What follows belongs to an exercise in optimizing a design on an open flow for small area, a short achievable clock period and few clock cycles per item; a production flow would make more cautious choices. No run shown here included a check of the RTL's function; only the layout flow was run.

## flow/design.v (module list and top-level ports; edited modules follow where they fit)
// module cheb_fa: 4 lines
// module cheb_ha: 4 lines
// module cheb_bpp: 3 lines
// module cheb_bppn: 3 lines
// module cheb_mac2: 430 lines
// module cheb_mac1: 571 lines
// module cheb_mac0: 524 lines
// module cheb_dsub: 103 lines
// module cheb_accadd: 138 lines
// module cheb_cpa16: 75 lines
// module layer: 97 lines
module layer #(
    parameter integer WIDTH     = 16,
    parameter integer ACC_WIDTH = 22
)(
    input  logic              clk,
    input  logic              rst_n,
    input  logic              start,
    input  logic signed [WIDTH-1:0] x_in,
    output logic              ready,
    output logic              debug_bit,
    output logic signed [WIDTH-1:0]     y_out,
    output logic signed [ACC_WIDTH-1:0] acc_out
);
  // ...
==> flow/flow/run.sh <==
#!/bin/bash
# The standard layout (the standard.sh), in two parts:
#  1. the standard synthesis;
#  3. the rest of the standard flow, with timing repair aimed at a setup
#     slack margin of 6.6 ns. The SDC, clock period and I/O constraints are
#     unchanged.
set -euo pipefail
bash standard.sh synth > synth.log 2>&1
R=orfs/results/sky130hd/layer/base
openroad -no_init -exit flow/downsize.tcl > downsize.log 2>&1
bash standard.sh SETUP_SLACK_MARGIN=6.6 finish > standard.log 2>&1
==> flow/flow/downsize.tcl <==
set odb orfs/results/sky130hd/layer/base/1_synth.odb
read_db $odb
set db [ord::get_db]
set block [ord::get_db_block]
set to [$db findMaster sky130_fd_sc_hd__a22oi_1]
set n 0
foreach inst [$block getInsts] {
  if {[[$inst getMaster] getName] eq "sky130_fd_sc_hd__a22oi_2"} {
    $inst swapMaster $to
    incr n
  }
}
puts "downsized $n a22oi_2 to a22oi_1"
write_db $odb
==> flow/standard.sh <==
#!/bin/bash
# synth_recipe.tcl (not shown) runs the flow's synth.tcl, then flattens the netlist and writes it again
# the make line also repeats each setting of config.mk as NAME=value (left out here)
make -C /OpenROAD-flow-scripts/flow DESIGN_CONFIG=/design/flow/config.mk WORK_HOME=/design/flow/orfs CLKGATE_MAP_FILE= SYNTH_SCRIPT=/design/flow/synth_recipe.tcl "${@:-finish}"
==> flow/config.mk <==
export PLATFORM = sky130hd
export DESIGN_NAME = layer
export DESIGN_NICKNAME = layer
export VERILOG_FILES = /design/flow/design.v
export SDC_FILE = /design/flow/constraint.sdc
export NUM_CORES = 4
export LEC_CHECK = 0
export CAP_MARGIN = 20
export CORE_MARGIN = 2
export CORE_UTILIZATION = 40
export CTS_BUF_LIST = sky130_fd_sc_hd__clkbuf_4 sky130_fd_sc_hd__clkbuf_8
export SLEW_MARGIN = 20
export SYNTH_HIERARCHICAL = 1
export SYNTH_MINIMUM_KEEP_SIZE = 0
==> flow/constraint.sdc <==
create_clock -name core_clock -period 10.0 [get_ports {clk}]
set_input_delay 2.0000 -clock core_clock [delete_from_list [all_inputs] [get_ports {clk}]]
set_output_delay 2.0000 -clock core_clock [all_outputs]
set_load 0.01 [all_outputs]
==> key figures, run 1 <==
Clocking
  • H-tree lvl count: 2
  • CTS sink count: 314
  • Post-CTS setup buffers: 203

STA
  • Setup_tns: 0 ns
  • RSZ-0062 raised after global routing: yes
  • Slew @ Worst Pin: roughly 1 ns
  • Final hold violation count: 0
  • Min Tclk post-route: 4.66 ns

Final layout
  • Multi-Input Combinational: 1677
  • Post-Route Utilization: 0.505
  • Footprint of the multi-input gates: 18500 um2
  • Final instance area: ~31000 um2
  • Number of signal-net buffers in the layout: 327
  • Biggest register: acc
  • Most common cell after layout, fill and taps aside: xnor2_1
  • Layout cells sized above 1: 0.282

Detailed routing
  • Wirelength, routed: 66400 um

Critical path
  • CP startpoint: fst6$_DFF_PN0_
  • CP max-delay cell: dfrtp_4
  • R2r setup slk: around 5.3 ns
  • R2R Path Start: fst6$_DFF_PN0_
  • WP buf/inv: 2
  • Critical path's top delay family: adder cells
  • Critical Path RT: 10.38 ns

GRT
  • GR Util met2: 0.383
  • First-pass GRT wire length: 106000 um
  • M1 GR Usage: 0.239

Floorplan
  • Die ar.: around 65000 um2
  • DIE WIDTH: about 250 um

Logic synthesis
  • Post-Syn Instances: 2234
  • Mean post-synth cell area: 11.2 um2

Placement
  • Post-DP HPWL: 44100 um
  • Post-placement setup slack: approximately 4.8 ns
  • RD Place Congestion: 0.859

Run status
  • Status: timing/DRC/antenna clean
==> module cheb_accadd, before the edit <==
module cheb_accadd (
  input  logic        first,
  input  logic [21:0] acc,
  input  logic [15:0] a,
  input  logic [15:0] b,
  input  logic        c,
  output logic [21:0] s
);
  wire [21:0] ax = first ? 22'd0 : acc;
  wire [15:0] ap = a ^ 16'h8000;
  wire [16:0] cr;
  wire [15:0] sm;
  assign cr[0] = c;
  cheb_fa u_f0 (.a(ax[0]), .b(ap[0]), .c(b[0]), .s(sm[0]), .co(cr[1]));
  cheb_fa u_f1 (.a(ax[1]), .b(ap[1]), .c(b[1]), .s(sm[1]), .co(cr[2]));
  cheb_fa u_f2 (.a(ax[2]), .b(ap[2]), .c(b[2]), .s(sm[2]), .co(cr[3]));
  cheb_fa u_f3 (.a(ax[3]), .b(ap[3]), .c(b[3]), .s(sm[3]), .co(cr[4]));
  cheb_fa u_f4 (.a(ax[4]), .b(ap[4]), .c(b[4]), .s(sm[4]), .co(cr[5]));
  cheb_fa u_f5 (.a(ax[5]), .b(ap[5]), .c(b[5]), .s(sm[5]), .co(cr[6]));
  cheb_fa u_f6 (.a(ax[6]), .b(ap[6]), .c(b[6]), .s(sm[6]), .co(cr[7]));
  cheb_fa u_f7 (.a(ax[7]), .b(ap[7]), .c(b[7]), .s(sm[7]), .co(cr[8]));
  cheb_fa u_f8 (.a(ax[8]), .b(ap[8]), .c(b[8]), .s(sm[8]), .co(cr[9]));
  cheb_fa u_f9 (.a(ax[9]), .b(ap[9]), .c(b[9]), .s(sm[9]), .co(cr[10]));
  cheb_fa u_f10 (.a(ax[10]), .b(ap[10]), .c(b[10]), .s(sm[10]), .co(cr[11]));
  cheb_fa u_f11 (.a(ax[11]), .b(ap[11]), .c(b[11]), .s(sm[11]), .co(cr[12]));
  cheb_fa u_f12 (.a(ax[12]), .b(ap[12]), .c(b[12]), .s(sm[12]), .co(cr[13]));
  cheb_fa u_f13 (.a(ax[13]), .b(ap[13]), .c(b[13]), .s(sm[13]), .co(cr[14]));
  cheb_fa u_f14 (.a(ax[14]), .b(ap[14]), .c(b[14]), .s(sm[14]), .co(cr[15]));
  cheb_fa u_f15 (.a(ax[15]), .b(ap[15]), .c(b[15]), .s(sm[15]), .co(cr[16]));
  wire [16:0] ra = {1'b0, sm};
  wire [16:0] rb = cr;
  wire [16:0] g = ra & rb;
  wire [16:0] p = ra ^ rb;
  wire G0_1 = g[1] | (p[1] & g[0]);
  wire P0_1 = p[1] & p[0];
  wire G0_3 = g[3] | (p[3] & g[2]);
  wire P0_3 = p[3] & p[2];
  wire G0_5 = g[5] | (p[5] & g[4]);
  wire P0_5 = p[5] & p[4];
  wire G0_7 = g[7] | (p[7] & g[6]);
  wire P0_7 = p[7] & p[6];
  wire G0_9 = g[9] | (p[9] & g[8]);
  wire P0_9 = p[9] & p[8];
  wire G0_11 = g[11] | (p[11] & g[10]);
  wire P0_11 = p[11] & p[10];
  wire G0_13 = g[13] | (p[13] & g[12]);
  wire P0_13 = p[13] & p[12];
  wire G0_15 = g[15] | (p[15] & g[14]);
  wire P0_15 = p[15] & p[14];
  wire G1_2 = g[2] | (p[2] & G0_1);
  wire P1_2 = p[2] & P0_1;
  wire G1_3 = G0_3 | (P0_3 & G0_1);
  wire P1_3 = P0_3 & P0_1;
  wire G1_6 = g[6] | (p[6] & G0_5);
  wire P1_6 = p[6] & P0_5;
  wire G1_7 = G0_7 | (P0_7 & G0_5);
  wire P1_7 = P0_7 & P0_5;
  wire G1_10 = g[10] | (p[10] & G0_9);
  wire P1_10 = p[10] & P0_9;
  wire G1_11 = G0_11 | (P0_11 & G0_9);
  wire P1_11 = P0_11 & P0_9;
  wire G1_14 = g[14] | (p[14] & G0_13);
  wire P1_14 = p[14] & P0_13;
  wire G1_15 = G0_15 | (P0_15 & G0_13);
  wire P1_15 = P0_15 & P0_13;
  wire G2_4 = g[4] | (p[4] & G1_3);
  wire P2_4 = p[4] & P1_3;
  wire G2_5 = G0_5 | (P0_5 & G1_3);
  wire P2_5 = P0_5 & P1_3;
  wire G2_6 = G1_6 | (P1_6 & G1_3);
  wire P2_6 = P1_6 & P1_3;
  wire G2_7 = G1_7 | (P1_7 & G1_3);
  wire P2_7 = P1_7 & P1_3;
  wire G2_12 = g[12] | (p[12] & G1_11);
  wire P2_12 = p[12] & P1_11;
  wire G2_13 = G0_13 | (P0_13 & G1_11);
  wire P2_13 = P0_13 & P1_11;
  wire G2_14 = G1_14 | (P1_14 & G1_11);
  wire P2_14 = P1_14 & P1_11;
  wire G2_15 = G1_15 | (P1_15 & G1_11);
  wire P2_15 = P1_15 & P1_11;
  wire G3_8 = g[8] | (p[8] & G2_7);
  wire P3_8 = p[8] & P2_7;
  wire G3_9 = G0_9 | (P0_9 & G2_7);
  wire P3_9 = P0_9 & P2_7;
  wire G3_10 = G1_10 | (P1_10 & G2_7);
  wire P3_10 = P1_10 & P2_7;
  wire G3_11 = G1_11 | (P1_11 & G2_7);
  wire P3_11 = P1_11 & P2_7;
  wire G3_12 = G2_12 | (P2_12 & G2_7);
  wire P3_12 = P2_12 & P2_7;
  wire G3_13 = G2_13 | (P2_13 & G2_7);
  wire P3_13 = P2_13 & P2_7;
  wire G3_14 = G2_14 | (P2_14 & G2_7);
  wire P3_14 = P2_14 & P2_7;
  wire G3_15 = G2_15 | (P2_15 & G2_7);
  wire P3_15 = P2_15 & P2_7;
  wire G4_16 = g[16] | (p[16] & G3_15);
  wire P4_16 = p[16] & P3_15;
  wire [16:0] lo = {p[16] ^ G3_15, p[15] ^ G3_14, p[14] ^ G3_13, p[13] ^ G3_12, p[12] ^ G3_11, p[11] ^ G3_10, p[10] ^ G3_9, p[9] ^ G3_8, p[8] ^ G2_7, p[7] ^ G2_6, p[6] ^ G2_5, p[5] ^ G2_4, p[4] ^ G1_3, p[3] ^ G1_2, p[2] ^ G0_1, p[1] ^ g[0], p[0]};
  wire lo17 = G4_16;
  wire [15:0] tg = ap & b;
  wire [15:0] tp = ap ^ b;
  wire tg0c = tg[0] | (tp[0] & c);
  wire TG0_1 = tg[1] | (tp[1] & tg0c);
  wire TP0_1 = tp[1] & tp[0];
  wire TG2_3 = tg[3] | (tp[3] & tg[2]);
  wire TP2_3 = tp[3] & tp[2];
  wire TG0_3 = TG2_3 | (TP2_3 & TG0_1);
  wire TP0_3 = TP2_3 & TP0_1;
  wire TG4_5 = tg[5] | (tp[5] & tg[4]);
  wire TP4_5 = tp[5] & tp[4];
  wire TG6_7 = tg[7] | (tp[7] & tg[6]);
  wire TP6_7 = tp[7] & tp[6];
  wire TG4_7 = TG6_7 | (TP6_7 & TG4_5);
  wire TP4_7 = TP6_7 & TP4_5;
  wire TG0_7 = TG4_7 | (TP4_7 & TG0_3);
  wire TP0_7 = TP4_7 & TP0_3;
  wire TG8_9 = tg[9] | (tp[9] & tg[8]);
  wire TP8_9 = tp[9] & tp[8];
  wire TG10_11 = tg[11] | (tp[11] & tg[10]);
  wire TP10_11 = tp[11] & tp[10];
  wire TG8_11 = TG10_11 | (TP10_11 & TG8_9);
  wire TP8_11 = TP10_11 & TP8_9;
  wire TG12_13 = tg[13] | (tp[13] & tg[12]);
  wire TP12_13 = tp[13] & tp[12];
  wire TG14_15 = tg[15] | (tp[15] & tg[14]);
  wire TP14_15 = tp[15] & tp[14];
  wire TG12_15 = TG14_15 | (TP14_15 & TG12_13);
  wire TP12_15 = TP14_15 & TP12_13;
  wire TG8_15 = TG12_15 | (TP12_15 & TG8_11);
  wire TP8_15 = TP12_15 & TP8_11;
  wire TG0_15 = TG8_15 | (TP8_15 & TG0_7);
  wire TP0_15 = TP8_15 & TP0_7;
  wire t16 = TG0_15;
  wire [5:0] hi = ax[21:16] + {4'b0, lo17, lo[16]} + {5'b0, lo[15]} - 6'd1 - {5'b0, t16};
  assign s = {hi, lo[15:0] ^ 16'h8000};
endmodule
==> module layer, before the edit <==
module layer #(
    parameter integer WIDTH     = 16,
    parameter integer ACC_WIDTH = 22
)(
    input  logic              clk,
    input  logic              rst_n,
    input  logic              start,
    input  logic signed [WIDTH-1:0] x_in,
    output logic              ready,
    output logic              debug_bit,
    output logic signed [WIDTH-1:0]     y_out,
    output logic signed [ACC_WIDTH-1:0] acc_out
);
    logic        active;
    logic [3:0]  cnt;
    always_ff @(posedge clk or negedge rst_n) begin
        if (!rst_n) begin
            active <= 1'b0;
            cnt    <= 4'd0;
        end else if (start) begin
            active <= 1'b1;
            cnt    <= 4'd1;
        end else if (active) begin
            cnt <= cnt + 4'd1;
            if (cnt == 4'd15) active <= 1'b0;
        end
    end
    logic v0, v1, v2, v3, v4, v5, fst6, lst6, lst7;
    always_ff @(posedge clk or negedge rst_n) begin
        if (!rst_n) begin
            v0 <= 1'b0; v1 <= 1'b0; v2 <= 1'b0; v3 <= 1'b0;
            v4 <= 1'b0; v5 <= 1'b0;
            fst6 <= 1'b0; lst6 <= 1'b0; lst7 <= 1'b0; ready <= 1'b0;
        end else begin
            v0 <= start | active;
            v1 <= v0;
            v2 <= v1;
            v3 <= v2;
            v4 <= v3;
            v5 <= v4;
            fst6 <= v4 && i4 == 4'd0;
            lst6 <= v4 && i4 == 4'd15;
            lst7  <= lst6;
            ready <= lst7;
        end
    end
    logic [3:0]  i0, i1, i2, i3, i4;
    logic [15:0] x0, x1, x2, x3, x4;
    logic [15:0] a2, b2s, a1, b1s, a0, b0s;      
    logic        c2, c1, c0;
    logic [15:0] b2, b2d, b1, d;
    logic [15:0] a2_n, b2s_n, a1_n, b1s_n, a0_n, b0s_n;
    logic        c2_n, c1_n, c0_n;
    logic [15:0] b2_n, b1_n, d_n;
    always_ff @(posedge clk) begin
        x0   <= x_in;
        i0   <= start ? 4'd0 : cnt;
        x1 <= x0;  i1 <= i0;
        a2 <= a2_n; b2s <= b2s_n; c2 <= c2_n;
        x2 <= x1;  i2 <= i1;
        b2 <= b2_n;
        x3 <= x2;  i3 <= i2;
        a1 <= a1_n; b1s <= b1s_n; c1 <= c1_n;
        b2d <= b2;
        x4 <= x3;  i4 <= i3;
        b1 <= b1_n;
        d  <= d_n;
        a0 <= a0_n; b0s <= b0s_n; c0 <= c0_n;
    end
    cheb_mac2  u_m2  (.idx(i0), .x(x0), .ca(a2_n), .cb(b2s_n), .cc(c2_n));
    cheb_cpa16 u_p2  (.a(a2), .b(b2s), .c(c2), .s(b2_n));
    cheb_mac1  u_m1  (.idx(i2), .x(x2), .bin(b2), .ca(a1_n), .cb(b1s_n), .cc(c1_n));
    cheb_cpa16 u_p1  (.a(a1), .b(b1s), .c(c1), .s(b1_n));
    cheb_dsub  u_ds  (.idx(i3), .x15(x3[15]), .b2(b2d), .d(d_n));
    cheb_mac0  u_m0  (.x(x4), .bin(b1), .d(d), .ca(a0_n), .cb(b0s_n), .cc(c0_n));
    logic signed [ACC_WIDTH-1:0] acc, acc_n;
    cheb_accadd u_acc (.first(fst6), .acc(acc), .a(a0), .b(b0s), .c(c0), .s(acc_n));
    always_ff @(posedge clk)
        if (v5) acc <= acc_n;
    function automatic logic [WIDTH-1:0] requant(input logic [ACC_WIDTH-1:0] a);
        if (!a[21] && a[20:10] != '0)
            requant = 16'h7fff;
        else if (a[21] && (a[20:10] != '1 || a[9:0] == '0))
            requant = 16'h8001;
        else
            requant = {a[10:0], 5'b0};
    endfunction
    logic [WIDTH-1:0] yq;
    logic             dbg;
    always_ff @(posedge clk) begin
        yq  <= requant(acc);
        dbg <= ^acc ^ ^requant(acc);
    end
    assign acc_out   = acc;
    assign y_out     = yq;
    assign debug_bit = dbg;
endmodule
==> run 2: changes to the inputs <==
--- a/flow/design.v
+++ b/flow/design.v
@@ -1643,6 +1643,7 @@
 endmodule
 module cheb_accadd (
   input  logic        first,
+  input  logic        valid,
   input  logic [21:0] acc,
   input  logic [15:0] a,
   input  logic [15:0] b,
@@ -1650,26 +1651,29 @@
   output logic [21:0] s
 );
   wire [21:0] ax = first ? 22'd0 : acc;
-  wire [15:0] ap = a ^ 16'h8000;
+  wire [15:0] ag = valid ? a : 16'd0;
+  wire [15:0] bg = valid ? b : 16'd0;
+  wire cg = valid & c;
+  wire [15:0] ap = ag ^ 16'h8000;
   wire [16:0] cr;
   wire [15:0] sm;
-  assign cr[0] = c;
-  cheb_fa u_f0 (.a(ax[0]), .b(ap[0]), .c(b[0]), .s(sm[0]), .co(cr[1]));
-  cheb_fa u_f1 (.a(ax[1]), .b(ap[1]), .c(b[1]), .s(sm[1]), .co(cr[2]));
-  cheb_fa u_f2 (.a(ax[2]), .b(ap[2]), .c(b[2]), .s(sm[2]), .co(cr[3]));
-  cheb_fa u_f3 (.a(ax[3]), .b(ap[3]), .c(b[3]), .s(sm[3]), .co(cr[4]));
-  cheb_fa u_f4 (.a(ax[4]), .b(ap[4]), .c(b[4]), .s(sm[4]), .co(cr[5]));
-  cheb_fa u_f5 (.a(ax[5]), .b(ap[5]), .c(b[5]), .s(sm[5]), .co(cr[6]));
-  cheb_fa u_f6 (.a(ax[6]), .b(ap[6]), .c(b[6]), .s(sm[6]), .co(cr[7]));
-  cheb_fa u_f7 (.a(ax[7]), .b(ap[7]), .c(b[7]), .s(sm[7]), .co(cr[8]));
-  cheb_fa u_f8 (.a(ax[8]), .b(ap[8]), .c(b[8]), .s(sm[8]), .co(cr[9]));
-  cheb_fa u_f9 (.a(ax[9]), .b(ap[9]), .c(b[9]), .s(sm[9]), .co(cr[10]));
-  cheb_fa u_f10 (.a(ax[10]), .b(ap[10]), .c(b[10]), .s(sm[10]), .co(cr[11]));
-  cheb_fa u_f11 (.a(ax[11]), .b(ap[11]), .c(b[11]), .s(sm[11]), .co(cr[12]));
-  cheb_fa u_f12 (.a(ax[12]), .b(ap[12]), .c(b[12]), .s(sm[12]), .co(cr[13]));
-  cheb_fa u_f13 (.a(ax[13]), .b(ap[13]), .c(b[13]), .s(sm[13]), .co(cr[14]));
-  cheb_fa u_f14 (.a(ax[14]), .b(ap[14]), .c(b[14]), .s(sm[14]), .co(cr[15]));
-  cheb_fa u_f15 (.a(ax[15]), .b(ap[15]), .c(b[15]), .s(sm[15]), .co(cr[16]));
+  assign cr[0] = cg;
+  cheb_fa u_f0 (.a(ax[0]), .b(ap[0]), .c(bg[0]), .s(sm[0]), .co(cr[1]));
+  cheb_fa u_f1 (.a(ax[1]), .b(ap[1]), .c(bg[1]), .s(sm[1]), .co(cr[2]));
+  cheb_fa u_f2 (.a(ax[2]), .b(ap[2]), .c(bg[2]), .s(sm[2]), .co(cr[3]));
+  cheb_fa u_f3 (.a(ax[3]), .b(ap[3]), .c(bg[3]), .s(sm[3]), .co(cr[4]));
+  cheb_fa u_f4 (.a(ax[4]), .b(ap[4]), .c(bg[4]), .s(sm[4]), .co(cr[5]));
+  cheb_fa u_f5 (.a(ax[5]), .b(ap[5]), .c(bg[5]), .s(sm[5]), .co(cr[6]));
+  cheb_fa u_f6 (.a(ax[6]), .b(ap[6]), .c(bg[6]), .s(sm[6]), .co(cr[7]));
+  cheb_fa u_f7 (.a(ax[7]), .b(ap[7]), .c(bg[7]), .s(sm[7]), .co(cr[8]));
+  cheb_fa u_f8 (.a(ax[8]), .b(ap[8]), .c(bg[8]), .s(sm[8]), .co(cr[9]));
+  cheb_fa u_f9 (.a(ax[9]), .b(ap[9]), .c(bg[9]), .s(sm[9]), .co(cr[10]));
+  cheb_fa u_f10 (.a(ax[10]), .b(ap[10]), .c(bg[10]), .s(sm[10]), .co(cr[11]));
+  cheb_fa u_f11 (.a(ax[11]), .b(ap[11]), .c(bg[11]), .s(sm[11]), .co(cr[12]));
+  cheb_fa u_f12 (.a(ax[12]), .b(ap[12]), .c(bg[12]), .s(sm[12]), .co(cr[13]));
+  cheb_fa u_f13 (.a(ax[13]), .b(ap[13]), .c(bg[13]), .s(sm[13]), .co(cr[14]));
+  cheb_fa u_f14 (.a(ax[14]), .b(ap[14]), .c(bg[14]), .s(sm[14]), .co(cr[15]));
+  cheb_fa u_f15 (.a(ax[15]), .b(ap[15]), .c(bg[15]), .s(sm[15]), .co(cr[16]));
   wire [16:0] ra = {1'b0, sm};
   wire [16:0] rb = cr;
   wire [16:0] g = ra & rb;
@@ -1742,9 +1746,9 @@
   wire P4_16 = p[16] & P3_15;
   wire [16:0] lo = {p[16] ^ G3_15, p[15] ^ G3_14, p[14] ^ G3_13, p[13] ^ G3_12, p[12] ^ G3_11, p[11] ^ G3_10, p[10] ^ G3_9, p[9] ^ G3_8, p[8] ^ G2_7, p[7] ^ G2_6, p[6] ^ G2_5, p[5] ^ G2_4, p[4] ^ G1_3, p[3] ^ G1_2, p[2] ^ G0_1, p[1] ^ g[0], p[0]};
   wire lo17 = G4_16;
-  wire [15:0] tg = ap & b;
-  wire [15:0] tp = ap ^ b;
-  wire tg0c = tg[0] | (tp[0] & c);
+  wire [15:0] tg = ap & bg;
+  wire [15:0] tp = ap ^ bg;
+  wire tg0c = tg[0] | (tp[0] & cg);
   wire TG0_1 = tg[1] | (tp[1] & tg0c);
   wire TP0_1 = tp[1] & tp[0];
   wire TG2_3 = tg[3] | (tp[3] & tg[2]);
@@ -1776,7 +1780,13 @@
   wire TG0_15 = TG8_15 | (TP8_15 & TG0_7);
   wire TP0_15 = TP8_15 & TP0_7;
   wire t16 = TG0_15;
-  wire [5:0] hi = ax[21:16] + {4'b0, lo17, lo[16]} + {5'b0, lo[15]} - 6'd1 - {5'b0, t16};
+  wire [5:0] h0 = ax[21:16] - 6'd2;
+  wire [5:0] h1 = ax[21:16] - 6'd1;
+  wire [5:0] h2 = ax[21:16];
+  wire [5:0] h3 = ax[21:16] + 6'd1;
+  wire [5:0] h4 = ax[21:16] + 6'd2;
+  wire [2:0] e = {1'b0, lo17, lo[16]} + {2'b0, lo[15]} + {2'b0, ~t16};
+  wire [5:0] hi = e == 3'd0 ? h0 : e == 3'd1 ? h1 : e == 3'd2 ? h2 : e == 3'd3 ? h3 : h4;
   assign s = {hi, lo[15:0] ^ 16'h8000};
 endmodule
 module cheb_cpa16 (
@@ -1931,9 +1941,9 @@
     cheb_dsub  u_ds  (.idx(i3), .x15(x3[15]), .b2(b2d), .d(d_n));
     cheb_mac0  u_m0  (.x(x4), .bin(b1), .d(d), .ca(a0_n), .cb(b0s_n), .cc(c0_n));
     logic signed [ACC_WIDTH-1:0] acc, acc_n;
-    cheb_accadd u_acc (.first(fst6), .acc(acc), .a(a0), .b(b0s), .c(c0), .s(acc_n));
+    cheb_accadd u_acc (.first(fst6), .valid(v5), .acc(acc), .a(a0), .b(b0s), .c(c0), .s(acc_n));
     always_ff @(posedge clk)
-        if (v5) acc <= acc_n;
+        acc <= acc_n;
     function automatic logic [WIDTH-1:0] requant(input logic [ACC_WIDTH-1:0] a);
         if (!a[21] && a[20:10] != '0)
             requant = 16'h7fff;
==> flow/flow/run.sh (replaced) <==
#!/bin/bash
# The standard layout (the standard.sh: ORFS synthesis to final layout),
# with timing repair aimed at a setup slack margin of 6.6 ns, i.e. paths of
# at most 3.4 ns; the SDC, clock period and I/O constraints are unchanged.
set -euo pipefail
bash standard.sh SETUP_SLACK_MARGIN=6.6 finish > standard.log 2>&1
==> key figures, run 2 <==
Logic synthesis
  • FFs w/ async S/R, synth: 0.0478
  • Unique masters post-synth: 89
  • Syn Nets: 2796 (was 2714)
  • Synthesis-stage register bit count: 314
  • Mean post-synth cell area: 11.6 um2 (was 11.2 um2)
  • Synth Cell Area: 26800 um2 (was 25000 um2)
  • Post-synth EDFFs: 0
  • Post-synth top cells: 362 x xnor2_1, 315 x a22oi_2, 299 x dfxtp_1, 289 x fa_1, 171 x ha_1
  • Synth top area share: 0.224
  • Count leader, synth: xnor2_1
  • Seq/Total Area, Yosys: 0.238
  • Post-synth top flop: dfxtp_1
  • Post-Syn Instances: 2317 (was 2234)
  • Yosys warning total: 10 (unchanged)
  • Yosys top cell by area: dfxtp_1
  • Synth area leaders: dfxtp_1 22%, fa_1 22%, a22oi_2 15%, xnor2_1 12%, ha_1 8.0%

Final layout
  • Commonest non-fill, non-tap cells in the layout: 332 x xnor2_1, 316 x a22oi_2, 229 x dfxtp_1 (was 345 x xnor2_1, 259 x a22oi_1, 231 x dfxtp_1)
  • Largest register FFs: 22 (unchanged)
  • Final nets: 3051 (was 2978)
  • Layout cells sized above 1: 0.399 (was 0.282)
  • Area Growth Syn to Fin: 23.9% (was 24.9%)
  • Biggest register: acc (unchanged)
  • Most common cell after layout, fill and taps aside: xnor2_1 (unchanged)

Floorplan
  • Top Ports: 59 (unchanged)
  • Initial core utilization: 0.406 (was 0.405)
  • Die height: 263 um (was 254 um)
  • Rows: 94 (was 91)
  • DIE WIDTH: 263 um (was 254 um)
  • Die ar.: 69000 um2 (was 64600 um2)
  • CORE AREA: 66000 um2 (was 61800 um2)

Placement
  • Post-placement setup slack: 4.88 ns (was 4.83 ns)
  • Number of port buffers: 58 (unchanged)
  • Post-DP HPWL: 47900 um (was 44100 um)
  • RD Place Congestion: 0.815 (was 0.859)

GRT
  • Vias in the first global route: 20500 (was 19700)
  • First-pass GRT wire length: 116000 um (was 106000 um)
  • Antenna violations before repair: 3 (was 2)
  • Largest net degree at the start of global routing: 35 (unchanged)
  • Overflow after GRT: 0 (unchanged)
  • GRT Total Usage: 0.214 (was 0.208)

STA
  • Endpoints failing setup: 0 (unchanged)
  • Setup_tns: 0 ns (unchanged)
  • Clock Skews: 0.0571 ns (was 0.0422 ns)
  • Fmax: 0.217 GHz (was 0.214 GHz)
  • RSZ-0062 raised after global routing: yes (unchanged)
  • Final hold violation count: 0 (unchanged)
  • Final slew viol count: 0 (unchanged)
  • Slew @ Worst Pin: 0.907 ns (was 0.979 ns)
  • Tcrit/Tclk final: 0.460 (was 0.466)
  • Worst rel slew slack: 0.394 (was 0.347)
  • Min Tclk post-route: 4.60 ns (was 4.66 ns)
  • Fin worst setup slack: 5.40 ns (was 5.34 ns)

Critical path
  • Kind of end point of the critical path: flop (unchanged)
  • Critical Path Source Type: flop (unchanged)
  • CP cell instances: and2_4 > fa_1 > ha_2 > fa_2 > a211oi_2 > o211a_1 > o22a_2 > a21oi_2 > a21o_1 > ha_4 > inv_2 > fa_2 > and4bb_2 > o21a_1 > or2_4 > a22oi_2 > o21ai_1 (was nor2b_4 > fa_1 > ha_2 > fa_2 > a211oi_2 > o21ai_2 > a41oi_4 > o21ai_4 > a221oi_4 > o21bai_1 > ha_1 > inv_1 > fa_1 > inv_2 > ha_4 > fa_2 > a21o_1 > a21oi_1 > xnor2_1)
  • Critical path fanouts, max: 7 (unchanged)
  • Most used cell, CP: fa_2
  • CP max stage delay: 0.58 ns (was 0.52 ns)
  • Crit Path Class: flop to flop (unchanged)
  • Critical Path RT: 10.55 ns (was 10.38 ns)
  • Critical Path AT: 5.16 ns (was 5.05 ns)
  • CP max-delay cell: fa_2 (was dfrtp_4)

Clocking
  • Total CTS buffers: 57 (was 59)
  • CTS max path bufs: 3 (unchanged)
  • CTS sink count: 314 (unchanged)
  • H-tree lvl count: 2 (unchanged)
  • Root Driver: clkbuf_8 (unchanged)
  • Clock latency on the worst-skew pair: 0.67 ns (was 0.68 ns)
  • CTS tree: done (unchanged)
  • Clock-pin slew on the worst setup and hold paths: 0.08 ns (was 0.06 ns)

Detailed routing
  • Antenna Nets Post-Route: 0 (unchanged)
  • Wirelength, routed: 74400 um (was 66400 um)
  • DR WL/cell: 21.3 um (was 19.6 um)
  • Initial DRC Count: 921 (was 1137)
  • DRC viols: 0 (unchanged)
  • Router iterations before antenna repair: 5 (was 6)
  • Vias per cell: 5.38 (was 5.35)
  • Via count: 18700 (was 18100)

Job
  • Number of max-cap violations: 0 (unchanged)

Run status
  • Status: timing/DRC/antenna clean (unchanged)

Worst hold path
  • Hold Path Class: flop to flop (unchanged)
-- run 2: changes by cell type in the layout (fill, tap and decap cells not counted), sizes merged, moves of 7 or more --
cell | previous run | this run
and2 | 7 | 39
dfxtp | 277 | 299
edfxtp | 22 | 0
dlygate4sd2 | 13 | 31
buf | 285 | 271
nand2 | 83 | 95
a21o | 23 | 13
nor2 | 45 | 54
o21ai | 41 | 48
-- run 2: layout make-up --
cell class | count | area [um2]
diodes | 1 | 2.50
clock buffers | 84 | 1040
clock inverters | 22 | 313
fillers | 5700 | 32800
inverters | 119 | 483
multi-input cells | 1750 | 20500
flip-flops and latches | 314 | 6520
well taps | 864 | 1080
repair buffers | 330 | 3280
-- run 2: repair_timing --
| action | in CTS | in global routing |
|---|---|---|
| pin swaps | 87 | 73 |
| buffers inserted | 219 | 33 |
| setup endpoints to repair | 136 | 71 |
| hold endpoints to repair | 0 | 0 |
| resized for setup | 185 | 94 |
| gates cloned | 0 | 2 |
| hold buffers | 0 | 0 |
-- run 2: critical path, delay by kind of cell, from the launching register on --
kind	cells	cell delay (ns)
AND/OR/NAND/NOR	3	0.69
buffers and inverters	1	0.03
AO/OA/AOI/OAI	8	1.32
adder cells (fa/ha/maj)	5	1.90
flip-flops	1	0.54
-- run 2: path summary, 6_finish.rpt --
path                                    start               to  slack, ns  depth (start not counted)
worst min register to register  x3[0]$_DFF_P_    x4[0]$_DFF_P_       0.31                          0
min in group asynchronous               rst_n   lst6$_DFF_PN0_       1.76                          1
max in group asynchronous               rst_n   fst6$_DFF_PN0_       7.70                          1
worst min-delay path            x3[0]$_DFF_P_    x4[0]$_DFF_P_       0.31                          0
worst max-delay path             v5$_DFF_PN0_  acc[21]$_DFF_P_       5.40                         17
worst max register to register   v5$_DFF_PN0_  acc[21]$_DFF_P_       5.40                         17
-- run 2: cells by family (layout without fill, tap and decap cells) --
| family | count (synthesis) | count (layout) | share of synthesized area |
|---|---|---|---|
| AO/OA/AOI/OAI | 540 | 540 | 0.204 |
| adder cells (fa/ha/maj) | 460 | 460 | 0.296 |
| XOR/XNOR | 412 | 412 | 0.136 |
| AND/OR/NAND/NOR | 316 | 316 | 0.0616 |
| flip-flops | 314 | 314 | 0.238 |
| buffers and inverters | 253 | 555 | 0.0519 |
| multiplexers | 22 | 22 | 0.0132 |
| other | 0 | 1 | 0 |
-- run 2: per-module statistics from Yosys (local to each module, per instance) --
| module | area, um2 | cells inside | copies in the design | flops+latches |
|---|---|---|---|---|
| cheb_cpa16 | 672 | 87 | 2 | 0 |
| layer | 7130 | 422 | 1 | 314 |
| cheb_accadd | 1780 | 236 | 1 | 0 |
| cheb_bpp | 21.3 | 2 | 300 | 0 |
| cheb_mac2 | 1180 | 168 | 1 | 0 |
| cheb_bppn | 21.3 | 2 | 15 | 0 |
| cheb_mac1 | 1260 | 170 | 1 | 0 |
| cheb_mac0 | 714 | 100 | 1 | 0 |
| cheb_dsub | 832 | 112 | 1 | 0 |
| cheb_fa | 20.0 | 1 | 270 | 0 |
| cheb_ha | 12.5 | 1 | 35 | 0 |
-- run 2: per-layer routing --
| layer | track usage | vias up | part of all wire |
|---|---|---|---|
| met5 | 0 | - | 0.00017 |
| met4 | 0.0993 | 2 | 0.040 |
| met3 | 0.0315 | 172 | 0.047 |
| met2 | 0.374 | 510 | 0.50 |
| met1 | 0.260 | 9532 | 0.41 |
| li1 | - | 8521 | - |
-- run 2: through the flow --
stage / instance area (um2) / cells / utilization / hold slack [ns]
CTS: 32400 / 3448 / 0.492 / 0.314
global placement: 28500 / 3123 / 0.432 / 0.310
finish: 33200 / 3484 / 0.503 / 0.312
floorplan: 27800 / 2317 / - / 0.309
detailed placement: 28500 / 3123 / 0.432 / 0.312
global route: 33200 / 3484 / 0.503 / 0.316
==> run 3: changes to the inputs <==
==> flow/flow/run.sh (replaced) <==
#!/bin/bash
# The standard layout (the standard.sh), in three parts:
#  1. the standard synthesis;
#  3. the rest of the standard flow, with timing repair aimed at a setup
#     slack margin of 6.6 ns and free to resize cells across footprints, so
#     that it sizes up again the cells on critical paths. The SDC, clock
#     period and I/O constraints are unchanged.
set -euo pipefail
bash standard.sh synth > synth.log 2>&1
openroad -no_init -exit flow/downsize.tcl > downsize.log 2>&1
bash standard.sh SETUP_SLACK_MARGIN=6.6 MATCH_CELL_FOOTPRINT=0 finish > standard.log 2>&1
==> key figures, run 3 <==
Clocking
  • Clock latency on the worst-skew pair: 0.66 ns (was 0.67 ns)
  • CTS max path bufs: 3 (unchanged)
  • Cts hold-fix bufs: 0 (unchanged)
  • Clock-pin slew on the worst setup and hold paths: 0.08 ns (about the same)
  • H-tree lvl count: 2 (unchanged)
  • Total CTS buffers: 54 (was 57)
  • Root Driver: clkbuf_8 (unchanged)
  • CTS sink count: 314 (unchanged)
  • CTS tree: done (unchanged)

Floorplan
  • Die ar.: 65000 um2 (was 69000 um2)
  • CORE AREA: 62600 um2 (was 66000 um2)
  • Rows: 92 (was 94)
  • Initial core utilization: 0.402 (was 0.406)
  • Die height: 255 um (was 263 um)
  • Top Ports: 59 (unchanged)
  • DIE WIDTH: 255 um (was 263 um)

Logic synthesis
  • Mean post-synth cell area: 10.9 um2 (was 11.6 um2)
  • Synth Cell Area: 25200 um2 (was 26800 um2)
  • Post-Syn Instances: 2317 (unchanged)
  • Syn Nets: 2796 (unchanged)
  • Yosys warning total: 10 (unchanged)

Placement
  • Placed Instances: 3095 (was 3123)
  • RD Place Congestion: 0.890 (was 0.815)
  • Post-DP HPWL: 45900 um (was 47900 um)
  • Number of port buffers: 58 (unchanged)

Critical path
  • R2R Path Start: v5$_DFF_PN0_ (unchanged)
  • R2r setup slk: 5.45 ns (was 5.40 ns)
  • Critical path fanouts, max: 7 (unchanged)
  • Critical Path AT: 5.08 ns (was 5.16 ns)
  • Reg2Reg Depth: 19 (was 17)
  • Critical Path RT: 10.53 ns (was 10.55 ns)
  • Crit Path Class: flop to flop (unchanged)
  • CP startpoint: v5$_DFF_PN0_ (unchanged)
  • Kind of end point of the critical path: flop (unchanged)
  • Critical Path Source Type: flop (unchanged)
  • Worst R2R End: acc[21]$_DFF_P_ (unchanged)

STA
  • RSZ-0062 raised after global routing: yes (unchanged)
  • Clock Skews: 0.0473 ns (was 0.0571 ns)
  • Slew @ Worst Pin: 0.873 ns (was 0.907 ns)
  • Endpoints failing setup: 0 (unchanged)
  • Final slew viol count: 0 (unchanged)
  • Final hold violation count: 0 (unchanged)
  • Fmax: 0.220 GHz (was 0.217 GHz)
  • Tcrit/Tclk final: 0.455 (was 0.460)
  • Worst rel slew slack: 0.417 (was 0.394)
  • Setup_tns: 0 ns (unchanged)
  • Min Tclk post-route: 4.55 ns (was 4.60 ns)

GRT
  • GRT Total Usage: 0.221 (was 0.214)
  • First-pass GRT wire length: 112000 um (was 116000 um)
  • Vias in the first global route: 20000 (was 20500)
  • Largest net degree at the start of global routing: 33 (was 35)
  • Antenna violations before repair: 3 (unchanged)
  • Overflow after GRT: 0 (unchanged)

Detailed routing
  • Top sig layer: met5 (unchanged)
  • Met2 wire len: 35600 um (was 37300 um)
  • DR WL/cell: 20.6 um (was 21.3 um)
  • Antenna Nets Post-Route: 0 (unchanged)
  • Wirelength, routed: 71500 um (was 74400 um)
  • DRT met1 WL: 28900 um (was 30600 um)
  • Router iterations before antenna repair: 6 (was 5)
  • Vias per cell: 5.46 (was 5.38)
  • Met3 wire length: 4110 um (was 3460 um)
  • Via count: 18900 (was 18700)
  • Initial DRC Count: 1355 (was 921)
  • DRC viols: 0 (unchanged)

Final layout
  • Biggest register: acc (unchanged)
  • Layout cells sized above 1: 0.301 (was 0.399)
  • Final nets: 3051 (unchanged)
  • Area Growth Syn to Fin: 27.3% (was 23.9%)
  • Most common cell after layout, fill and taps aside: xnor2_1 (unchanged)
  • Commonest non-fill, non-tap cells in the layout: 338 x xnor2_1, 244 x a22oi_1, 237 x dfxtp_1 (was 332 x xnor2_1, 316 x a22oi_2, 229 x dfxtp_1)
  • Fin cells: 3466 (was 3484)
  • Largest register FFs: 22 (unchanged)

Worst hold path
  • Hold Path Origin: x3[4]$_DFF_P_ (was x3[0]$_DFF_P_)
  • WHS Path Cells: 0 (unchanged)
  • Endpoint, Worst Hold: x4[4]$_DFF_P_ (was x4[0]$_DFF_P_)
  • Hold Path Class: flop to flop (unchanged)

Job
  • Number of max-cap violations: 0 (unchanged)

Run status
  • Status: timing/DRC/antenna clean (unchanged)
run 3: changes by cell type in the layout (fill, tap and decap cells not counted), sizes merged, moves of 2 or more:
cell           before  now
clkbuf             85   80
dlymetal6s2s        0   40
clkdlybuf4s15       8    0
dlygate4sd2        31    0
clkinv             10   14
buf               271  269
run 3: cell type report:
class                      instances  area, um2
multi-input combinational       1750      19300
tap                              846       1060
timing repair inverter             1       5.00
inverter                         119        469
sequential                       314       6510
timing repair buffer             332       3460
clock buffer                      75        970
fill                            5448      30500
clock inverter                    27        334
antenna                            2       5.00
run 3: critical path, cell delays in order (launching register included):
cell and delay [ns]:
dfrtp_4 0.54, buf_6 0.16, and2_4 0.16, fa_1 0.57
ha_4 0.24, and3_4 0.20, a221oi_4 0.28, o22a_2 0.20
a21oi_2 0.06, a21o_1 0.17, ha_1 0.28, inv_2 0.04
fa_2 0.37, inv_2 0.08, ha_4 0.21, and4bb_2 0.23
o21a_1 0.18, or2_4 0.26, o211ai_1 0.11, o21ai_1 0.09
run 3: what timing repair did:
item                                    CTS  global route
pin swaps                               112           119
gates resized for setup                 227           131
setup buffers                           210            53
endpoints found under the hold margin     0             0
endpoints found under the setup margin  135            78
cloned                                    2             2
run 3: worst max path at each step:
stage	end	slack, ns	cells after the start
final	acc[21]$_DFF_P_	5.45	19
after global routing	acc[21]$_DFF_P_	5.27	20
after floorplan	acc[21]$_DFF_P_	5.66	20
after CTS	acc[21]$_DFF_P_	5.46	19
after detailed placement	acc[21]$_DFF_P_	4.85	17
after global placement	acc[21]$_DFF_P_	4.96	17
run 3: layer usage:
metal  vias up  global-route usage
li1       8509                   -
met1      9531               0.273
met2       678               0.385
met3       194              0.0334
met4         4              0.0911
met5         -                   0
run 3: stage by stage:
step,area [um2],hold slack [ns],utilization,setup slack (ns)
2_1_floorplan,26200,0.309,-,5.66
3_3_place_gp,26900,0.309,0.430,4.96
3_5_place_dp,26900,0.312,0.430,4.85
4_1_cts,31000,0.306,0.495,5.46
5_1_grt,32100,0.325,0.512,5.27
6_report,32100,0.319,0.512,5.45
==> run 4: changes to the inputs <==
--- a/flow/design.v
+++ b/flow/design.v
@@ -1654,30 +1654,28 @@
   wire [15:0] ag = valid ? a : 16'd0;
   wire [15:0] bg = valid ? b : 16'd0;
   wire cg = valid & c;
-  wire [15:0] ap = ag ^ 16'h8000;
   wire [16:0] cr;
   wire [15:0] sm;
   assign cr[0] = cg;
-  cheb_fa u_f0 (.a(ax[0]), .b(ap[0]), .c(bg[0]), .s(sm[0]), .co(cr[1]));
-  cheb_fa u_f1 (.a(ax[1]), .b(ap[1]), .c(bg[1]), .s(sm[1]), .co(cr[2]));
-  cheb_fa u_f2 (.a(ax[2]), .b(ap[2]), .c(bg[2]), .s(sm[2]), .co(cr[3]));
-  cheb_fa u_f3 (.a(ax[3]), .b(ap[3]), .c(bg[3]), .s(sm[3]), .co(cr[4]));
-  cheb_fa u_f4 (.a(ax[4]), .b(ap[4]), .c(bg[4]), .s(sm[4]), .co(cr[5]));
-  cheb_fa u_f5 (.a(ax[5]), .b(ap[5]), .c(bg[5]), .s(sm[5]), .co(cr[6]));
-  cheb_fa u_f6 (.a(ax[6]), .b(ap[6]), .c(bg[6]), .s(sm[6]), .co(cr[7]));
-  cheb_fa u_f7 (.a(ax[7]), .b(ap[7]), .c(bg[7]), .s(sm[7]), .co(cr[8]));
-  cheb_fa u_f8 (.a(ax[8]), .b(ap[8]), .c(bg[8]), .s(sm[8]), .co(cr[9]));
-  cheb_fa u_f9 (.a(ax[9]), .b(ap[9]), .c(bg[9]), .s(sm[9]), .co(cr[10]));
-  cheb_fa u_f10 (.a(ax[10]), .b(ap[10]), .c(bg[10]), .s(sm[10]), .co(cr[11]));
-  cheb_fa u_f11 (.a(ax[11]), .b(ap[11]), .c(bg[11]), .s(sm[11]), .co(cr[12]));
-  cheb_fa u_f12 (.a(ax[12]), .b(ap[12]), .c(bg[12]), .s(sm[12]), .co(cr[13]));
-  cheb_fa u_f13 (.a(ax[13]), .b(ap[13]), .c(bg[13]), .s(sm[13]), .co(cr[14]));
-  cheb_fa u_f14 (.a(ax[14]), .b(ap[14]), .c(bg[14]), .s(sm[14]), .co(cr[15]));
-  cheb_fa u_f15 (.a(ax[15]), .b(ap[15]), .c(bg[15]), .s(sm[15]), .co(cr[16]));
+  cheb_fa u_f0 (.a(ax[0]), .b(ag[0]), .c(bg[0]), .s(sm[0]), .co(cr[1]));
+  cheb_fa u_f1 (.a(ax[1]), .b(ag[1]), .c(bg[1]), .s(sm[1]), .co(cr[2]));
+  cheb_fa u_f2 (.a(ax[2]), .b(ag[2]), .c(bg[2]), .s(sm[2]), .co(cr[3]));
+  cheb_fa u_f3 (.a(ax[3]), .b(ag[3]), .c(bg[3]), .s(sm[3]), .co(cr[4]));
+  cheb_fa u_f4 (.a(ax[4]), .b(ag[4]), .c(bg[4]), .s(sm[4]), .co(cr[5]));
+  cheb_fa u_f5 (.a(ax[5]), .b(ag[5]), .c(bg[5]), .s(sm[5]), .co(cr[6]));
+  cheb_fa u_f6 (.a(ax[6]), .b(ag[6]), .c(bg[6]), .s(sm[6]), .co(cr[7]));
+  cheb_fa u_f7 (.a(ax[7]), .b(ag[7]), .c(bg[7]), .s(sm[7]), .co(cr[8]));
+  cheb_fa u_f8 (.a(ax[8]), .b(ag[8]), .c(bg[8]), .s(sm[8]), .co(cr[9]));
+  cheb_fa u_f9 (.a(ax[9]), .b(ag[9]), .c(bg[9]), .s(sm[9]), .co(cr[10]));
+  cheb_fa u_f10 (.a(ax[10]), .b(ag[10]), .c(bg[10]), .s(sm[10]), .co(cr[11]));
+  cheb_fa u_f11 (.a(ax[11]), .b(ag[11]), .c(bg[11]), .s(sm[11]), .co(cr[12]));
+  cheb_fa u_f12 (.a(ax[12]), .b(ag[12]), .c(bg[12]), .s(sm[12]), .co(cr[13]));
+  cheb_fa u_f13 (.a(ax[13]), .b(ag[13]), .c(bg[13]), .s(sm[13]), .co(cr[14]));
+  cheb_fa u_f14 (.a(ax[14]), .b(ag[14]), .c(bg[14]), .s(sm[14]), .co(cr[15]));
+  cheb_fa u_f15 (.a(ax[15]), .b(ag[15]), .c(bg[15]), .s(sm[15]), .co(cr[16]));
   wire [16:0] ra = {1'b0, sm};
-  wire [16:0] rb = cr;
-  wire [16:0] g = ra & rb;
-  wire [16:0] p = ra ^ rb;
+  wire [16:0] g = ra & cr;
+  wire [16:0] p = ra ^ cr;
   wire G0_1 = g[1] | (p[1] & g[0]);
   wire P0_1 = p[1] & p[0];
   wire G0_3 = g[3] | (p[3] & g[2]);
@@ -1745,49 +1743,44 @@
   wire G4_16 = g[16] | (p[16] & G3_15);
   wire P4_16 = p[16] & P3_15;
   wire [16:0] lo = {p[16] ^ G3_15, p[15] ^ G3_14, p[14] ^ G3_13, p[13] ^ G3_12, p[12] ^ G3_11, p[11] ^ G3_10, p[10] ^ G3_9, p[9] ^ G3_8, p[8] ^ G2_7, p[7] ^ G2_6, p[6] ^ G2_5, p[5] ^ G2_4, p[4] ^ G1_3, p[3] ^ G1_2, p[2] ^ G0_1, p[1] ^ g[0], p[0]};
-  wire lo17 = G4_16;
-  wire [15:0] tg = ap & bg;
-  wire [15:0] tp = ap ^ bg;
+  wire [15:0] tg = ag & bg;
+  wire [15:0] tp = ag ^ bg;
   wire tg0c = tg[0] | (tp[0] & cg);
-  wire TG0_1 = tg[1] | (tp[1] & tg0c);
-  wire TP0_1 = tp[1] & tp[0];
-  wire TG2_3 = tg[3] | (tp[3] & tg[2]);
-  wire TP2_3 = tp[3] & tp[2];
-  wire TG0_3 = TG2_3 | (TP2_3 & TG0_1);
-  wire TP0_3 = TP2_3 & TP0_1;
-  wire TG4_5 = tg[5] | (tp[5] & tg[4]);
-  wire TP4_5 = tp[5] & tp[4];
-  wire TG6_7 = tg[7] | (tp[7] & tg[6]);
-  wire TP6_7 = tp[7] & tp[6];
-  wire TG4_7 = TG6_7 | (TP6_7 & TG4_5);
-  wire TP4_7 = TP6_7 & TP4_5;
-  wire TG0_7 = TG4_7 | (TP4_7 & TG0_3);
-  wire TP0_7 = TP4_7 & TP0_3;
-  wire TG8_9 = tg[9] | (tp[9] & tg[8]);
-  wire TP8_9 = tp[9] & tp[8];
-  wire TG10_11 = tg[11] | (tp[11] & tg[10]);
-  wire TP10_11 = tp[11] & tp[10];
-  wire TG8_11 = TG10_11 | (TP10_11 & TG8_9);
-  wire TP8_11 = TP10_11 & TP8_9;
-  wire TG12_13 = tg[13] | (tp[13] & tg[12]);
-  wire TP12_13 = tp[13] & tp[12];
-  wire TG14_15 = tg[15] | (tp[15] & tg[14]);
-  wire TP14_15 = tp[15] & tp[14];
-  wire TG12_15 = TG14_15 | (TP14_15 & TG12_13);
-  wire TP12_15 = TP14_15 & TP12_13;
-  wire TG8_15 = TG12_15 | (TP12_15 & TG8_11);
-  wire TP8_15 = TP12_15 & TP8_11;
-  wire TG0_15 = TG8_15 | (TP8_15 & TG0_7);
-  wire TP0_15 = TP8_15 & TP0_7;
-  wire t16 = TG0_15;
-  wire [5:0] h0 = ax[21:16] - 6'd2;
-  wire [5:0] h1 = ax[21:16] - 6'd1;
-  wire [5:0] h2 = ax[21:16];
-  wire [5:0] h3 = ax[21:16] + 6'd1;
-  wire [5:0] h4 = ax[21:16] + 6'd2;
-  wire [2:0] e = {1'b0, lo17, lo[16]} + {2'b0, lo[15]} + {2'b0, ~t16};
-  wire [5:0] hi = e == 3'd0 ? h0 : e == 3'd1 ? h1 : e == 3'd2 ? h2 : e == 3'd3 ? h3 : h4;
-  assign s = {hi, lo[15:0] ^ 16'h8000};
+  wire TG1_2 = tg[2] | (tp[2] & tg[1]);
+  wire TP1_2 = tp[2] & tp[1];
+  wire TG0_2 = TG1_2 | (TP1_2 & tg0c);
+  wire TP0_2 = TP1_2 & tp[0];
+  wire TG3_4 = tg[4] | (tp[4] & tg[3]);
+  wire TP3_4 = tp[4] & tp[3];
+  wire TG5_6 = tg[6] | (tp[6] & tg[5]);
+  wire TP5_6 = tp[6] & tp[5];
+  wire TG3_6 = TG5_6 | (TP5_6 & TG3_4);
+  wire TP3_6 = TP5_6 & TP3_4;
+  wire TG0_6 = TG3_6 | (TP3_6 & TG0_2);
+  wire TP0_6 = TP3_6 & TP0_2;
+  wire TG7_8 = tg[8] | (tp[8] & tg[7]);
+  wire TP7_8 = tp[8] & tp[7];
+  wire TG9_10 = tg[10] | (tp[10] & tg[9]);
+  wire TP9_10 = tp[10] & tp[9];
+  wire TG7_10 = TG9_10 | (TP9_10 & TG7_8);
+  wire TP7_10 = TP9_10 & TP7_8;
+  wire TG11_12 = tg[12] | (tp[12] & tg[11]);
+  wire TP11_12 = tp[12] & tp[11];
+  wire TG13_14 = tg[14] | (tp[14] & tg[13]);
+  wire TP13_14 = tp[14] & tp[13];
+  wire TG11_14 = TG13_14 | (TP13_14 & TG11_12);
+  wire TP11_14 = TP13_14 & TP11_12;
+  wire TG7_14 = TG11_14 | (TP11_14 & TG7_10);
+  wire TP7_14 = TP11_14 & TP7_10;
+  wire TG0_14 = TG7_14 | (TP7_14 & TG0_6);
+  wire TP0_14 = TP7_14 & TP0_6;
+  wire t16 = tg[15] | (tp[15] & TG0_14);
+  wire y15 = tp[15] ^ TG0_14;
+  wire co = lo[16] ^ t16;
+  wire [5:0] hp = ax[21:16] + 6'd1;
+  wire [5:0] hm = ax[21:16] - 6'd1;
+  wire [5:0] hi = (co & ~y15) ? hp : (~co & y15) ? hm : ax[21:16];
+  assign s = {hi, lo[15:0]};
 endmodule
 module cheb_cpa16 (
   input  logic [15:0] a,
==> key figures, run 4 <==
Final layout
  • Fin cells: 3431 (was 3466)
  • Layout cells sized above 1: 0.283 (was 0.301)
  • Post-Route Utilization: 0.509 (was 0.512)
  • Fill count: 5392 (was 5448)
  • Final instance area: 31400 um2 (was 32100 um2)
  • Commonest non-fill, non-tap cells in the layout: 330 x xnor2_1, 258 x a22oi_1, 224 x dfxtp_1 (was 338 x xnor2_1, 244 x a22oi_1, 237 x dfxtp_1)
  • Footprint of the multi-input gates: 18900 um2 (was 19300 um2)
  • Largest register FFs: 22 (unchanged)
  • Area Growth Syn to Fin: 25.7% (was 27.3%)
  • Final nets: 3015 (was 3051)
  • Register area: 6530 um2 (was 6510 um2)
  • Biggest register: acc (unchanged)
  • Most common cell after layout, fill and taps aside: xnor2_1 (unchanged)

Critical path
  • Critical Path Source Type: flop (unchanged)
  • Critical path fanouts, max: 34 (was 7)
  • CP startpoint: i0[3]$_SDFF_PP0_ (was v5$_DFF_PN0_)
  • R2R Path Start: i0[3]$_SDFF_PP0_ (was v5$_DFF_PN0_)
  • Crit Path Class: flop to flop (unchanged)
  • Critical Path AT: 4.28 ns (was 5.08 ns)
  • Critical Path RT: 10.55 ns (was 10.53 ns)
  • Kind of end point of the critical path: flop (unchanged)

Clocking
  • Clock latency on the worst-skew pair: 0.69 ns (was 0.66 ns)
  • CTS tree: done (unchanged)
  • Clock-pin slew on the worst setup and hold paths: 0.07 ns (was 0.08 ns)
  • Root Driver: clkbuf_8 (unchanged)
  • Cts hold-fix bufs: 0 (unchanged)
  • CTS sink count: 314 (unchanged)
  • H-tree lvl count: 2 (unchanged)
  • Total CTS buffers: 59 (was 54)
  • CTS max path bufs: 3 (unchanged)

Detailed routing
  • Antenna Nets Post-Route: 0 (unchanged)
  • Wirelength, routed: 69900 um (was 71500 um)
  • Initial DRC Count: 1209 (was 1355)
  • DR WL/cell: 20.4 um (was 20.6 um)
  • Vias per cell: 5.45 (was 5.46)
  • Via count: 18700 (was 18900)
  • Router iterations before antenna repair: 5 (was 6)
  • DRC viols: 0 (unchanged)

STA
  • Final hold violation count: 0 (unchanged)
  • Endpoints failing setup: 0 (unchanged)
  • Final slew viol count: 0 (unchanged)
  • Worst rel slew slack: 0.422 (was 0.417)
  • Clock Skews: 0.0585 ns (was 0.0473 ns)
  • Setup_tns: 0 ns (unchanged)
  • Tcrit/Tclk final: 0.373 (was 0.455)
  • Min Tclk post-route: 3.73 ns (was 4.55 ns)
  • Slew @ Worst Pin: 0.866 ns (was 0.873 ns)
  • Fmax: 0.268 GHz (was 0.220 GHz)
  • RSZ-0062 raised after global routing: yes (unchanged)

Placement
  • Post-DP HPWL: 45300 um (was 45900 um)
  • Placed Instances: 3088 (was 3095)
  • RD Place Congestion: 0.865 (was 0.890)
  • Number of port buffers: 58 (unchanged)
  • Placed Area: 26600 um2 (was 26900 um2)

GRT
  • Overflow after GRT: 0 (unchanged)
  • First-pass GRT wire length: 109000 um (was 112000 um)
  • Antenna violations before repair: 2 (was 3)
  • GRT Total Usage: 0.216 (was 0.221)
  • Vias in the first global route: 19700 (was 20000)
  • GR Layer Usage met3: 0.0377 (was 0.0334)
  • Gr busiest metal: met2 (unchanged)
  • Largest net degree at the start of global routing: 35 (was 33)
  • M1 GR Usage: 0.257 (was 0.273)
  • GR Util met2: 0.381 (was 0.385)

Logic synthesis
  • Mean post-synth cell area: 10.8 um2 (was 10.9 um2)
  • Post-Syn Instances: 2317 (unchanged)
  • Yosys warning total: 10 (unchanged)
  • Synth Cell Area: 25000 um2 (was 25200 um2)
  • Syn Nets: 2790 (was 2796)

Job
  • Number of max-cap violations: 0 (unchanged)

Floorplan
  • DIE WIDTH: 254 um (was 255 um)
  • Initial core utilization: 0.405 (was 0.402)
  • Die height: 254 um (was 255 um)
  • CORE AREA: 61700 um2 (was 62600 um2)
  • Rows: 91 (was 92)
  • Top Ports: 59 (unchanged)
  • Die ar.: 64500 um2 (was 65000 um2)

Worst hold path
  • Hold Path Class: flop to flop (unchanged)
  • Hold Path Origin: x3[2]$_DFF_P_ (was x3[4]$_DFF_P_)

Run status
  • Status: timing/DRC/antenna clean (unchanged)
## run 4: cell types whose count changed in the layout (fill, tap and decap cells not counted), moves of 12 or more
| cell | before | now |
|---|---|---|
| dfxtp_2 | 35 | 47 |
| buf_4 | 175 | 155 |
| a22oi_2 | 72 | 59 |
| buf_6 | 56 | 33 |
| a22oi_1 | 244 | 258 |
| dfxtp_1 | 237 | 224 |
## run 4: worst max-delay path: stages (launching register included)
cell     delay, ns
dfxtp_1       0.35
buf_12        0.20
mux2_2        0.39
o22a_4        0.25
a22oi_2       0.19
xnor2_1       0.09
ha_1          0.21
fa_1          0.53
fa_1          0.42
ha_1          0.30
a211o_1       0.29
o31a_1        0.23
a31o_1        0.19
## run 4: repair_timing
item                                   4_1_cts  5_1_grt
setup buffers                              181       46
pin swaps                                   84      129
resized for setup                          184      141
setup endpoints to repair                  134       79
cloned                                       2        1
endpoints found under the hold margin        0        0
## run 4: final cells by class
cell class                 instances  area share
antenna                            1   0.0000796
multi-input combinational       1754       0.601
timing repair buffer             295      0.0996
clock buffer                      82      0.0335
clock inverter                    30     0.00984
inverter                         117      0.0146
timing repair inverter             1    0.000159
sequential                       314       0.208
tap                              837      0.0333
## run 4: per-stage QoR
step	setup slack, ns	hold slack, ns
2_1_floorplan	6.13	0.309
3_3_place_gp	5.61	0.309
3_5_place_dp	5.55	0.312
4_1_cts	6.30	0.292
5_1_grt	6.12	0.323
6_report	6.27	0.305
## run 4: worst paths after layout
| kind | slack, ns | cells past startpoint | endpoint |
|---|---|---|---|
| worst max-delay path | 6.27 | 12 | c2$_DFF_P_ |
| worst min-delay path | 0.31 | 0 | x4[2]$_DFF_P_ |
| worst max register to register | 6.27 | 12 | c2$_DFF_P_ |
| worst min register to register | 0.31 | 0 | x4[2]$_DFF_P_ |
| max in group asynchronous | 7.60 | 1 | fst6$_DFF_PN0_ |
| min in group asynchronous | 1.81 | 1 | v5$_DFF_PN0_ |
## run 4: per-layer routing
layer	part of all wire	routed length, um
met4	0.042	2940
met5	0	0
met2	0.50	35000
met1	0.39	27500
met3	0.063	4410
==> run 5: changes to the inputs <==
--- a/flow/config.mk
+++ b/flow/config.mk
@@ -7,7 +7,7 @@
 export LEC_CHECK = 0
 export CAP_MARGIN = 20
 export CORE_MARGIN = 2
-export CORE_UTILIZATION = 40
+export CORE_UTILIZATION = 60
 export CTS_BUF_LIST = sky130_fd_sc_hd__clkbuf_4 sky130_fd_sc_hd__clkbuf_8
 export SLEW_MARGIN = 20
 export SYNTH_HIERARCHICAL = 1
==> key figures, run 5 <==
Detailed routing
  • DRC viols: 0 (unchanged)
  • Initial DRC Count: 1796 (was 1209)
  • Wirelength, routed: 71000 um (was 69900 um)
  • Router iterations before antenna repair: 8 (was 5)
  • DR WL/cell: 22.8 um (was 20.4 um)
  • Via count: 19200 (was 18700)
  • Vias per cell: 6.16 (was 5.45)
  • Antenna Nets Post-Route: 0 (unchanged)

Clocking
  • H-tree lvl count: 2 (unchanged)
  • CTS tree: done (unchanged)
  • Root Driver: clkbuf_8 (unchanged)
  • CTS sink count: 314 (unchanged)
  • Total CTS buffers: 52 (was 59)
  • Clock-pin slew on the worst setup and hold paths: 0.07 ns (about the same)
  • Cts hold-fix bufs: 0 (unchanged)
  • CTS max path bufs: 3 (unchanged)
  • Clock latency on the worst-skew pair: 0.65 ns (was 0.69 ns)

Final layout
  • Most common cell after layout, fill and taps aside: xnor2_1 (unchanged)
  • Area Growth Syn to Fin: 23.3% (was 25.7%)
  • Largest register FFs: 22 (unchanged)
  • Commonest non-fill, non-tap cells in the layout: 329 x xnor2_1, 261 x a22oi_1, 226 x dfxtp_1 (was 330 x xnor2_1, 258 x a22oi_1, 224 x dfxtp_1)
  • Layout cells sized above 1: 0.276 (was 0.283)
  • Biggest register: acc (unchanged)
  • Fill count: 2725 (was 5392)
  • Final nets: 3009 (was 3015)

Logic synthesis
  • Yosys warning total: 10 (unchanged)
  • Post-Syn Instances: 2317 (unchanged)
  • Synth Cell Area: 25000 um2 (unchanged)
  • Mean post-synth cell area: 10.8 um2 (unchanged)
  • Syn Nets: 2790 (unchanged)

Floorplan
  • Initial core utilization: 0.609 (was 0.405)
  • Top Ports: 59 (unchanged)
  • Die height: 208 um (was 254 um)
  • CORE AREA: 41000 um2 (was 61700 um2)
  • Rows: 74 (was 91)
  • DIE WIDTH: 208 um (was 254 um)
  • Die ar.: 43300 um2 (was 64500 um2)

Critical path
  • Critical Path AT: 4.30 ns (was 4.28 ns)
  • Levels on crit path: 13 (was 12)
  • CP max stage delay: 0.44 ns (was 0.53 ns)
  • R2R Path Start: i0[1]$_SDFF_PP0_ (was i0[3]$_SDFF_PP0_)
  • Critical path's top delay family: adder cells (unchanged)
  • WP buf/inv: 1 (unchanged)
  • Critical Path Source Type: flop (unchanged)
  • Most used cell, CP: fa_1
  • CP cell instances: inv_6 > ha_4 > mux2_2 > o22a_4 > a22oi_2 > xnor2_1 > ha_2 > fa_1 > fa_1 > ha_1 > a211o_1 > o31a_1 > a31o_1 (was buf_12 > mux2_2 > o22a_4 > a22oi_2 > xnor2_1 > ha_1 > fa_1 > fa_1 > ha_1 > a211o_1 > o31a_1 > a31o_1)
  • Critical Path RT: 10.53 ns (was 10.55 ns)
  • Critical path fanouts, max: 5 (was 34)
  • CP max-delay cell: fa_1 (unchanged)
  • Kind of end point of the critical path: flop (unchanged)
  • Crit Path Class: flop to flop (unchanged)
  • R2r setup slk: 6.23 ns (was 6.27 ns)
  • Reg2Reg Depth: 13 (was 12)
  • Worst R2R End: c2$_DFF_P_ (unchanged)

Worst hold path
  • Hold Path Origin: x3[10]$_DFF_P_ (was x3[2]$_DFF_P_)
  • Endpoint, Worst Hold: x4[10]$_DFF_P_ (was x4[2]$_DFF_P_)
  • WHS Path Cells: 0 (unchanged)
  • Hold Path Class: flop to flop (unchanged)

GRT
  • Overflow after GRT: 0 (unchanged)
  • First-pass GRT wire length: 109000 um (about the same)
  • Largest net degree at the start of global routing: 27 (was 35)
  • Antenna violations before repair: 4 (was 2)
  • Vias in the first global route: 19800 (was 19700)
  • GRT Total Usage: 0.322 (was 0.216)

STA
  • Worst rel slew slack: 0.395 (was 0.422)
  • Min Tclk post-route: 3.77 ns (was 3.73 ns)
  • RSZ-0062 raised after global routing: yes (unchanged)
  • Clock Skews: 0.0337 ns (was 0.0585 ns)
  • Fmax: 0.265 GHz (was 0.268 GHz)
  • Endpoints failing setup: 0 (unchanged)
  • Tcrit/Tclk final: 0.377 (was 0.373)
  • Final hold violation count: 0 (unchanged)
  • Final slew viol count: 0 (unchanged)
  • Slew @ Worst Pin: 0.906 ns (was 0.866 ns)
  • Setup_tns: 0 ns (unchanged)
  • Hold WS: 0.317 ns (was 0.305 ns)
  • Fin worst setup slack: 6.23 ns (was 6.27 ns)

Placement
  • Post-DP HPWL: 45400 um (was 45300 um)
  • Post-placement setup slack: 5.65 ns (was 5.55 ns)
  • RD Place Congestion: 0.891 (was 0.865)
  • Number of port buffers: 58 (unchanged)

Job
  • Number of max-cap violations: 0 (unchanged)

Run status
  • Status: timing/DRC/antenna clean (unchanged)
## run 5: routing by layer
metal	vias to the layer above	global-route usage	share of wire
met4	0	0.145	0.041
met3	216	0.0542	0.073
met5	-	0	0
met1	9622	0.413	0.40
met2	917	0.536	0.49
li1	8435	-	-
## run 5: cell type report
cell class	instances	area (um2)	share of cell area
Tap cell	532	666	0.0216
Antenna cell	2	5.00	0.000162
Timing Repair Buffer	296	3100	0.101
Timing Repair inverter	1	5.00	0.000162
Clock buffer	73	923	0.0300
Sequential cell	314	6540	0.212
Inverter	117	454	0.0147
Clock inverter	24	290	0.00942
Multi-Input combinational cell	1754	18800	0.611
## run 5: worst reg2reg max path: cells and delay by family (launching register included)
family	cells	cell delay, ns
mux	1	0.29
fa+ha+maj	5	1.59
flops	1	0.40
compound gates	5	1.15
xor+xnor	1	0.17
buf+inv	1	0.06
## run 5: worst max path at each step
stage,startpoint,slack [ns],end
2_1_floorplan,i0[1]$_SDFF_PP0_,6.13,c2$_DFF_P_
3_3_place_gp,i0[2]$_SDFF_PP0_,5.69,c2$_DFF_P_
3_5_place_dp,i0[2]$_SDFF_PP0_,5.65,c2$_DFF_P_
4_1_cts,i0[0]$_SDFF_PP0_,6.29,c2$_DFF_P_
5_1_grt,i0[0]$_SDFF_PP0_,6.14,c2$_DFF_P_
6_report,i0[1]$_SDFF_PP0_,6.23,c2$_DFF_P_
## run 5: what timing repair did
item / 4_1_cts / 5_1_grt
gates resized for setup: 153 / 168
endpoints found under the setup margin: 136 / 87
buffers inserted: 159 / 72
cloned: 2 / 1
pin swaps: 67 / 123
## run 5: metrics by stage
| stage | instances | util | area (um2) |
|---|---|---|---|
| global route | 3112 | 0.751 | 30800 |
| detailed placement | 2780 | 0.638 | 26200 |
| finish | 3113 | 0.751 | 30800 |
| CTS | 3038 | 0.717 | 29400 |
| global placement | 2780 | 0.638 | 26200 |
| floorplan | 2317 | - | 25900 |

[static timing again, ports no longer ideal]
How much do the figures lean on ideal ports? The routed layouts below were timed once more, with nothing changed but the port constraints.
Step 1, drivers: a clkbuf_16 drives clk and a buf_2 each remaining input, both assumed.
Step 2 moves the port delays by t, midway between the first and last clock arrival at a register: inputs arrive t later, outputs are due t later. That takes back most of the time a late clock gives input paths.
Three values: no drivers, after step 1, after step 2; two values: the first two.
run	shift t [ns]	setup WS [ns]	worst setup path at the end	latest minus earliest clock arrival (ns)	pins driven straight from the clock port
run 1	0.710	5.335 / 5.335 / 5.335	register to register	0.047 / 0.047	1
run 2	0.711	5.397 / 5.397 / 5.397	register to register	0.058 / 0.057	1
run 3	0.697	5.452 / 5.452 / 5.452	register to register	0.048 / 0.047	1
run 4	0.712	6.272 / 6.272 / 6.272	register to register	0.060 / 0.060	1
run 5	0.688	6.231 / 6.231 / 6.231	register to register	0.039 / 0.039	1
After both steps every run listed still meets setup and hold.
